Context: an optimization exercise on an open-source flow, tuned for small area. The choices shown serve that exercise and are no tape-out recipe.
Function was checked by simulation only, so behaviour that the tests miss may differ from the original.

==> inputs of v27 <==
Design CPU, start of the top module:
module CPU (
    output [6:0] disp0, disp1, disp2, disp3, disp4, disp5, disp6, disp7, disp8, disp9, disp10, disp11, disp12, disp13,
    output [2:0] flags,
    output halted,
    output [5:0] mem_addr,
    output mem_wr,
    output [13:0] mem_wdata,
    input [13:0] mem_rdata,
    input clk, rst);
clock: 30.0 ns
lec_check: 0
abc_area: 1
cap_margin: 20
core_margin: 2
core_utilization: 70
place_density: 0.8
slew_margin: 20
standard.sh (not shown) runs the stock make flow with config.mk's settings and CLKGATE_MAP_FILE= SYNTH_SCRIPT=/design/flow/synth_recipe.tcl, a recipe that flattens the netlist after the stock synthesis.
==> flow/flow/run.sh <==
#!/bin/bash
set -uo pipefail
export BUFFER_PORTS_ARGS="-buffer_cell sky130_fd_sc_hd__buf_1"
export CTS_ARGS="-sink_clustering_enable -repair_clock_nets -buf_list {sky130_fd_sc_hd__clkbuf_8} -dont_use_dummy_load"
bash standard.sh synth > standard_synth.log 2>&1 || exit 1
R=orfs/results/sky130hd/CPU/base
if bash flow/resyn.sh $R/1_2_yosys.v $PWD/resyn_out.v $PWD/resyn_work > resyn.log 2>&1; then
  cp $R/1_2_yosys.v standard_1_2_yosys.v
  cp resyn_out.v $R/1_2_yosys.v
  rm -f $R/1_synth.odb
fi
bash standard.sh > standard.log 2>&1
==> flow/flow/abc_da.script <==
strash
dc2
&get -n
&st
&synch2
&deepsyn -T 120 -I 4 -t
&nf -R 1000 -p -F 8 -A 4
&put
topo
mfs3 -ae
==> flow/flow/abc_db.script <==
strash
dc2
&get -n
&st
&synch2
&deepsyn -T 60 -I 8
&nf -R 1000 -p -F 8 -A 4
&put
topo
mfs3 -ae
==> flow/flow/abc_dc.script <==
strash
dc2
&get -n
&st
&synch2
&deepsyn -T 60 -I 4 -t -S 2
&nf -R 1000 -p -F 8 -A 4
&put
topo
mfs3 -ae
==> flow/flow/abc_r6m.script <==
strash
dc2
&get -n
&st
&synch2
&nf -R 1000 -p -F 8 -A 4
&put
strash
dc2
&get -n
&st
&synch2
&nf -R 1000 -p -F 8 -A 4
&put
strash
dc2
&get -n
&st
&synch2
&nf -R 1000 -p -F 8 -A 4
&put
strash
dc2
&get -n
&st
&synch2
&nf -R 1000 -p -F 8 -A 4
&put
strash
dc2
&get -n
&st
&synch2
&nf -R 1000 -p -F 8 -A 4
&put
strash
dc2
&get -n
&st
&synch2
&nf -R 1000 -p -F 8 -A 4
&put
topo
mfs3 -ae
==> flow/flow/resyn.sh <==
#!/bin/bash
# Re-map the combinational logic of the standard synthesis netlist with
# stronger ABC scripts (area), keeping every flip-flop instance as it is.
# usage: resyn.sh IN.v OUT.v WORKDIR
# Writes OUT.v only if a candidate is smaller and formally equivalent to IN.v.
set -uo pipefail
IN=$1; OUT=$2; W=$3
HERE=$(cd "$(dirname "$0")" && pwd)
YOSYS=${YOSYS_EXE:-$FLOW_HOME/../tools/install/yosys/bin/yosys}
LIB=$FLOW_HOME/platforms/sky130hd/lib/sky130_fd_sc_hd__tt_025C_1v80.lib
mkdir -p $W
DU=$(sed -n '/export DONT_USE_CELLS += \\/,/[^\\]$/p' $FLOW_HOME/platforms/sky130hd/config.mk | tr -d '\\' | tr ' ' '\n' | grep sky130 | sed 's/^/-dont_use /' | tr '\n' ' ')
SEQ="sky130_fd_sc_hd__df* sky130_fd_sc_hd__edf* sky130_fd_sc_hd__sdf* sky130_fd_sc_hd__sedf* sky130_fd_sc_hd__dl* sky130_fd_sc_hd__sdl* sky130_fd_sc_hd__conb_1"
area() { grep "Chip area" $1 | tail -1 | awk '{print $NF}'; }
# run the candidate scripts in parallel (at most NUM_CORES at a time)
jobs_max=${NUM_CORES:-4}
for s in $HERE/abc_*.script; do
  n=$(basename $s .script)
  cat > $W/$n.ys <<EOS
read_liberty -ignore_miss_func $LIB
blackbox $SEQ
read_verilog $IN
hierarchy -top CPU
flatten
opt_clean
techmap
opt -fast
abc -liberty $LIB $DU -script $s -D 30000
opt_clean -purge
read_liberty -lib -overwrite $LIB
delete t:\$scopeinfo
hilomap -singleton -hicell sky130_fd_sc_hd__conb_1 HI -locell sky130_fd_sc_hd__conb_1 LO
insbuf -buf sky130_fd_sc_hd__buf_4 A X
opt_clean -purge
stat -liberty $LIB
check -assert
write_verilog -noattr -nohex -nodec $W/$n.v
EOS
  ( $YOSYS -q -s $W/$n.ys -l $W/$n.log > /dev/null 2>&1 && touch $W/$n.ok ) &
  while [[ $(jobs -rp | wc -l) -ge $jobs_max ]]; do sleep 1; done
done
wait
# candidates that built, smallest first
: > $W/areas.txt
for s in $HERE/abc_*.script; do
  n=$(basename $s .script)
  if [[ -f $W/$n.ok ]]; then
    echo "$n $(area $W/$n.log)" >> $W/areas.txt
  else
    echo "$n: failed"
  fi
done
sort -k2 -g $W/areas.txt > $W/areas_sorted.txt
cat $W/areas_sorted.txt
# area of the input, measured the same way
cat > $W/in.ys <<EOS
read_liberty -ignore_miss_func $LIB
blackbox $SEQ
read_verilog $IN
hierarchy -top CPU
stat -liberty $LIB
EOS
$YOSYS -q -s $W/in.ys -l $W/in.log > /dev/null 2>&1
inarea=$(area $W/in.log)
echo "input: $inarea"
cat > $W/conb.v <<EOS
module sky130_fd_sc_hd__conb_1 (output HI, output LO);
  assign HI = 1'b1;
  assign LO = 1'b0;
endmodule
EOS
# formal equivalence of a candidate with the input (flip-flops modelled
# from the library, so both sides have the same state elements by name;
# internal net and cell names are hidden so only those and the ports pair up)
while read n a; do
  awk "BEGIN{exit !($a < $inarea)}" || break
  cat > $W/equiv_$n.ys <<EOS
read_liberty -ignore_miss_func $LIB
read_verilog -overwrite $W/conb.v
read_verilog $IN
rename CPU gold
rename -hide gold/w:_* gold/c:_*
read_verilog $W/$n.v
rename CPU gate
rename -hide gate/w:_* gate/c:_*
hierarchy -check
flatten gold gate
async2sync
opt_clean
equiv_make gold gate equiv
hierarchy -top equiv
equiv_simple -seq 2
equiv_induct
equiv_status -assert
EOS
  if $YOSYS -q -s $W/equiv_$n.ys -l $W/equiv_$n.log > /dev/null 2>&1; then
    echo "chosen: $n ($a), proven equivalent"
    cp $W/$n.v $OUT
    exit 0
  fi
  echo "$n: equivalence not proven"
done < $W/areas_sorted.txt
echo "keeping the standard netlist"
exit 1
Other scripts of this flow, unchanged in this note and not shown: flow/flow/abc_r4m.script
==> v37: changes against v27 <==
==> flow/flow/abc_r4.script (new file) <==
strash
dc2
&get -n
&st
&synch2
&nf -R 1000 -p -F 8 -A 4
&put
strash
dc2
&get -n
&st
&synch2
&nf -R 1000 -p -F 8 -A 4
&put
strash
dc2
&get -n
&st
&synch2
&nf -R 1000 -p -F 8 -A 4
&put
strash
dc2
&get -n
&st
&synch2
&nf -R 1000 -p -F 8 -A 4
&put
==> flow/flow/abc_r6.script (new file) <==
strash
dc2
&get -n
&st
&synch2
&nf -R 1000 -p -F 8 -A 4
&put
strash
dc2
&get -n
&st
&synch2
&nf -R 1000 -p -F 8 -A 4
&put
strash
dc2
&get -n
&st
&synch2
&nf -R 1000 -p -F 8 -A 4
&put
strash
dc2
&get -n
&st
&synch2
&nf -R 1000 -p -F 8 -A 4
&put
strash
dc2
&get -n
&st
&synch2
&nf -R 1000 -p -F 8 -A 4
&put
strash
dc2
&get -n
&st
&synch2
&nf -R 1000 -p -F 8 -A 4
&put
==> flow/flow/abc_s13.script (new file) <==
strash
dc2
&get -n
&st
&synch2
&nf -R 1000 -p -F 8 -A 4
&put
strash
dc2
&get -n
&st
&synch2
&nf -R 1000 -p -F 8 -A 4
&put
==> flow/flow/abc_s2.script (new file) <==
strash
&get -n
&fraig -x
&put
scorr
dc2
strash
&get -n
&dch -f
&nf -R 1000
&put
topo
buffer -c
upsize -c
dnsize -c
==> flow/flow/abc_s4.script (new file) <==
strash
&get -n
&st
&dch -f
&nf -R 1000 -p
&put
==> flow/flow/abc_s5.script (new file) <==
strash
dc2
&get -n
&st
&synch2
&nf -R 1000 -p -F 8 -A 4
&put
==> flow/flow/abc_s6.script (new file) <==
strash
&get -n
&st
&syn2
&dch -f
&nf -R 1000 -p
&put
==> flow/flow/resyn.sh (replaced) <==
#!/bin/bash
# Re-map the combinational logic of the standard synthesis netlist with
# stronger ABC scripts (area), keeping every flip-flop instance as it is.
# usage: resyn.sh IN.v OUT.v WORKDIR
# Writes OUT.v only if a candidate is smaller and formally equivalent to IN.v.
set -uo pipefail
IN=$1; OUT=$2; W=$3
HERE=$(cd "$(dirname "$0")" && pwd)
YOSYS=${YOSYS_EXE:-$FLOW_HOME/../tools/install/yosys/bin/yosys}
LIB=$FLOW_HOME/platforms/sky130hd/lib/sky130_fd_sc_hd__tt_025C_1v80.lib
mkdir -p $W
DU=$(sed -n '/export DONT_USE_CELLS += \\/,/[^\\]$/p' $FLOW_HOME/platforms/sky130hd/config.mk | tr -d '\\' | tr ' ' '\n' | grep sky130 | sed 's/^/-dont_use /' | tr '\n' ' ')
SEQ="sky130_fd_sc_hd__df* sky130_fd_sc_hd__edf* sky130_fd_sc_hd__sdf* sky130_fd_sc_hd__sedf* sky130_fd_sc_hd__dl* sky130_fd_sc_hd__sdl* sky130_fd_sc_hd__conb_1"
area() { grep "Chip area" $1 | tail -1 | awk '{print $NF}'; }
best=""; bestarea=""
for s in $HERE/abc_*.script; do
  n=$(basename $s .script)
  cat > $W/$n.ys <<EOS
read_liberty -ignore_miss_func $LIB
blackbox $SEQ
read_verilog $IN
hierarchy -top CPU
flatten
opt_clean
techmap
opt -fast
abc -liberty $LIB $DU -script $s -D 30000
opt_clean -purge
read_liberty -lib -overwrite $LIB
delete t:\$scopeinfo
hilomap -singleton -hicell sky130_fd_sc_hd__conb_1 HI -locell sky130_fd_sc_hd__conb_1 LO
insbuf -buf sky130_fd_sc_hd__buf_4 A X
opt_clean -purge
stat -liberty $LIB
check -assert
write_verilog -noattr -nohex -nodec $W/$n.v
EOS
  if $YOSYS -q -s $W/$n.ys -l $W/$n.log > /dev/null 2>&1; then
    a=$(area $W/$n.log)
    echo "$n: $a"
    if [[ -z "$bestarea" ]] || awk "BEGIN{exit !($a < $bestarea)}"; then best=$n; bestarea=$a; fi
  else
    echo "$n: failed"
  fi
done
# area of the input, measured the same way
cat > $W/in.ys <<EOS
read_liberty -ignore_miss_func $LIB
blackbox $SEQ
read_verilog $IN
hierarchy -top CPU
stat -liberty $LIB
EOS
$YOSYS -q -s $W/in.ys -l $W/in.log > /dev/null 2>&1
inarea=$(area $W/in.log)
echo "input: $inarea; best: $best $bestarea"
[[ -n "$best" ]] || exit 1
awk "BEGIN{exit !($bestarea < $inarea)}" || { echo "no gain"; exit 1; }
# formal equivalence of the candidate with the input (flip-flops modelled
# from the library, so both sides have the same state elements by name)
cat > $W/conb.v <<EOS
module sky130_fd_sc_hd__conb_1 (output HI, output LO);
  assign HI = 1'b1;
  assign LO = 1'b0;
endmodule
EOS
cat > $W/equiv.ys <<EOS
read_liberty -ignore_miss_func $LIB
read_verilog -overwrite $W/conb.v
read_verilog $IN
rename CPU gold
rename -hide gold/w:_* gold/c:_*
read_verilog $W/$best.v
rename CPU gate
rename -hide gate/w:_* gate/c:_*
hierarchy -check
flatten gold gate
async2sync
opt_clean
equiv_make gold gate equiv
hierarchy -top equiv
equiv_simple -seq 2
equiv_induct
equiv_status -assert
EOS
if $YOSYS -q -s $W/equiv.ys -l $W/equiv.log > /dev/null 2>&1; then
  echo "equivalent"
  cp $W/$best.v $OUT
  exit 0
fi
echo "equivalence check failed"
exit 1
removed: flow/flow/abc_da.script
removed: flow/flow/abc_db.script
removed: flow/flow/abc_dc.script
==> v6: changes against v27 <==
--- a/flow/design.v
+++ b/flow/design.v
@@ -237,14 +237,14 @@
         endcase
     endfunction
     function [6:0] bin7(input b, input h);
         bin7 = {b | h, h, h, b | h, b | h, b | h, 1'b1};
     endfunction
-    assign disp0 = hex7({dm & dv[3], dm & dv[2], dm & dv[1], dv[0]});
-    assign disp1 = hex7({dm & dv[7], dm & dv[6], dm & dv[5], dm ? dv[4] : dv[1]});
-    assign disp2 = hex7({dm & dv[11], dm & dv[10], dm & dv[9], dm ? dv[8] : dv[2]});
-    assign disp3 = hex7({2'b00, dm & dv[13], dm ? dv[12] : dv[3]});
+    assign disp0 = dm ? hex7(dv[3:0]) : bin7(dv[0], 1'b0);
+    assign disp1 = dm ? hex7(dv[7:4]) : bin7(dv[1], 1'b0);
+    assign disp2 = dm ? hex7(dv[11:8]) : bin7(dv[2], 1'b0);
+    assign disp3 = dm ? hex7({2'b00, dv[13:12]}) : bin7(dv[3], 1'b0);
     assign disp4 = bin7(dv[4], dm);
     assign disp5 = bin7(dv[5], dm);
     assign disp6 = bin7(dv[6], dm);
     assign disp7 = bin7(dv[7], dm);
     assign disp8 = bin7(dv[8], dm);
==> flow/flow/abc_r4.script (new file) <==
strash
dc2
&get -n
&st
&synch2
&nf -R 1000 -p -F 8 -A 4
&put
strash
dc2
&get -n
&st
&synch2
&nf -R 1000 -p -F 8 -A 4
&put
strash
dc2
&get -n
&st
&synch2
&nf -R 1000 -p -F 8 -A 4
&put
strash
dc2
&get -n
&st
&synch2
&nf -R 1000 -p -F 8 -A 4
&put
==> flow/flow/abc_r6.script (new file) <==
strash
dc2
&get -n
&st
&synch2
&nf -R 1000 -p -F 8 -A 4
&put
strash
dc2
&get -n
&st
&synch2
&nf -R 1000 -p -F 8 -A 4
&put
strash
dc2
&get -n
&st
&synch2
&nf -R 1000 -p -F 8 -A 4
&put
strash
dc2
&get -n
&st
&synch2
&nf -R 1000 -p -F 8 -A 4
&put
strash
dc2
&get -n
&st
&synch2
&nf -R 1000 -p -F 8 -A 4
&put
strash
dc2
&get -n
&st
&synch2
&nf -R 1000 -p -F 8 -A 4
&put
==> flow/flow/abc_s13.script (new file) <==
strash
dc2
&get -n
&st
&synch2
&nf -R 1000 -p -F 8 -A 4
&put
strash
dc2
&get -n
&st
&synch2
&nf -R 1000 -p -F 8 -A 4
&put
==> flow/flow/abc_s2.script (new file) <==
strash
&get -n
&fraig -x
&put
scorr
dc2
strash
&get -n
&dch -f
&nf -R 1000
&put
topo
buffer -c
upsize -c
dnsize -c
==> flow/flow/abc_s4.script (new file) <==
strash
&get -n
&st
&dch -f
&nf -R 1000 -p
&put
==> flow/flow/abc_s5.script (new file) <==
strash
dc2
&get -n
&st
&synch2
&nf -R 1000 -p -F 8 -A 4
&put
==> flow/flow/abc_s6.script (new file) <==
strash
&get -n
&st
&syn2
&dch -f
&nf -R 1000 -p
&put
==> flow/flow/resyn.sh (replaced) <==
#!/bin/bash
# Re-map the combinational logic of the standard synthesis netlist with
# stronger ABC scripts (area), keeping every flip-flop instance as it is.
# usage: resyn.sh IN.v OUT.v WORKDIR
# Writes OUT.v only if a candidate is smaller and formally equivalent to IN.v.
set -uo pipefail
IN=$1; OUT=$2; W=$3
HERE=$(cd "$(dirname "$0")" && pwd)
YOSYS=${YOSYS_EXE:-$FLOW_HOME/../tools/install/yosys/bin/yosys}
LIB=$FLOW_HOME/platforms/sky130hd/lib/sky130_fd_sc_hd__tt_025C_1v80.lib
mkdir -p $W
DU=$(sed -n '/export DONT_USE_CELLS += \\/,/[^\\]$/p' $FLOW_HOME/platforms/sky130hd/config.mk | tr -d '\\' | tr ' ' '\n' | grep sky130 | sed 's/^/-dont_use /' | tr '\n' ' ')
SEQ="sky130_fd_sc_hd__df* sky130_fd_sc_hd__edf* sky130_fd_sc_hd__sdf* sky130_fd_sc_hd__sedf* sky130_fd_sc_hd__dl* sky130_fd_sc_hd__sdl* sky130_fd_sc_hd__conb_1"
area() { grep "Chip area" $1 | tail -1 | awk '{print $NF}'; }
best=""; bestarea=""
for s in $HERE/abc_*.script; do
  n=$(basename $s .script)
  cat > $W/$n.ys <<EOS
read_liberty -ignore_miss_func $LIB
blackbox $SEQ
read_verilog $IN
hierarchy -top CPU
flatten
opt_clean
techmap
opt -fast
abc -liberty $LIB $DU -script $s -D 30000
opt_clean -purge
read_liberty -lib -overwrite $LIB
delete t:\$scopeinfo
hilomap -singleton -hicell sky130_fd_sc_hd__conb_1 HI -locell sky130_fd_sc_hd__conb_1 LO
insbuf -buf sky130_fd_sc_hd__buf_4 A X
opt_clean -purge
stat -liberty $LIB
check -assert
write_verilog -noattr -nohex -nodec $W/$n.v
EOS
  if $YOSYS -q -s $W/$n.ys -l $W/$n.log > /dev/null 2>&1; then
    a=$(area $W/$n.log)
    echo "$n: $a"
    if [[ -z "$bestarea" ]] || awk "BEGIN{exit !($a < $bestarea)}"; then best=$n; bestarea=$a; fi
  else
    echo "$n: failed"
  fi
done
# area of the input, measured the same way
cat > $W/in.ys <<EOS
read_liberty -ignore_miss_func $LIB
blackbox $SEQ
read_verilog $IN
hierarchy -top CPU
stat -liberty $LIB
EOS
$YOSYS -q -s $W/in.ys -l $W/in.log > /dev/null 2>&1
inarea=$(area $W/in.log)
echo "input: $inarea; best: $best $bestarea"
[[ -n "$best" ]] || exit 1
awk "BEGIN{exit !($bestarea < $inarea)}" || { echo "no gain"; exit 1; }
# formal equivalence of the candidate with the input (flip-flops modelled
# from the library, so both sides have the same state elements by name)
cat > $W/conb.v <<EOS
module sky130_fd_sc_hd__conb_1 (output HI, output LO);
  assign HI = 1'b1;
  assign LO = 1'b0;
endmodule
EOS
cat > $W/equiv.ys <<EOS
read_liberty -ignore_miss_func $LIB
read_verilog -overwrite $W/conb.v
read_verilog $IN
rename CPU gold
rename -hide gold/w:_* gold/c:_*
read_verilog $W/$best.v
rename CPU gate
rename -hide gate/w:_* gate/c:_*
hierarchy -check
flatten gold gate
async2sync
opt_clean
equiv_make gold gate equiv
hierarchy -top equiv
equiv_simple -seq 2
equiv_induct
equiv_status -assert
EOS
if $YOSYS -q -s $W/equiv.ys -l $W/equiv.log > /dev/null 2>&1; then
  echo "equivalent"
  cp $W/$best.v $OUT
  exit 0
fi
echo "equivalence check failed"
exit 1
CORE_UTILIZATION = 55   (was 70)
PLACE_DENSITY = 0.7   (was 0.8)
removed: flow/flow/abc_da.script
removed: flow/flow/abc_db.script
removed: flow/flow/abc_dc.script
==> v17: changes against v27 <==
==> flow/flow/abc_dd.script (new file) <==
strash
dc2
&get -n
&st
&synch2
&deepsyn -T 120 -I 4 -t
&dch -f
&nf -R 1000 -p -F 8 -A 4
&put
topo
mfs3 -ae
removed: flow/flow/abc_dc.script
removed: flow/flow/abc_r6m.script
==> impl_metrics.json <==
{
  "outcome": "timing/DRC/antenna clean",
  "setup_ws_ns": 18.57,
  "reg2reg_depth": 23,
  "multi_input_area_share_pct": 33.75,
  "timing.final.crit_share_pct": 38.11,
  "placed_area_um2": 7044,
  "whs_ns": 0.3107
}
That was v17.
==> impl_metrics.json <==
{
  "outcome": "timing/DRC/antenna clean",
  "whs_ns": 0.3075,
  "timing.final.crit_share_pct": 38.05,
  "power_density_nw_per_um2": 97.66,
  "reg2reg_depth": 20,
  "multi_input_area_share_pct": 33.89,
  "reg2reg_setup_slack_ns": 24.08,
  "setup_ws_ns": 18.58,
  "stdcell_count": 931
}
That was v27.
==> impl_metrics.json <==
{
  "setup_ws_ns": 18.52,
  "timing.final.crit_share_pct": 38.28,
  "clock_latency_ns": 0.45,
  "whs_ns": 0.3108,
  "outcome": "timing/DRC/antenna clean",
  "reg2reg_depth": 25,
  "placed_area_um2": 7351,
  "crit_slowest_cell": "a31oi_1"
}
That was v6.
==> impl_metrics.json <==
{
  "pg_comb_w": 0.000175,
  "reg2reg_depth": 23,
  "placed_area_um2": 7264,
  "largest_reg_flops": 112,
  "setup_ws_ns": 19.27,
  "outcome": "timing/DRC/antenna clean",
  "clk_path_buf_depth": 2,
  "multi_input_area_share_pct": 35.64,
  "timing.final.crit_share_pct": 35.78
}
That was v37.

afterwards: timing with drivers on the ports:
Ports are ideal in the flow. The routed layouts listed here were re-timed in OpenROAD. Step 1 assumes that a clkbuf_16 drives the clock port and a buf_2 every other input. Step 2, shift: input delay + t, output delay - t, t = (earliest + latest rising clock arrival at the registers) / 2. This alone moves slack from input paths to output paths. Slacks: no drivers / after step 1 / after step 2; pairs: no drivers / after step 1.
| run | shift t [ns] | setup WS [ns] | worst setup path after step 2 |
|---|---|---|---|
| v27 | 0.483 | 18.584 / 18.596 / 18.113 | input to register |
| v37 | 0.485 | 19.267 / 19.268 / 18.783 | input to register |
| v6 | 0.467 | 18.516 / 18.522 / 18.056 | input to register |
| v17 | 0.481 | 18.568 / 18.577 / 18.097 | input to register |
After both steps setup and hold are still met in every run listed. For v37, which loses most, drivers alone change the setup slack by +0.001 ns; drivers and shift together by -0.484 ns.
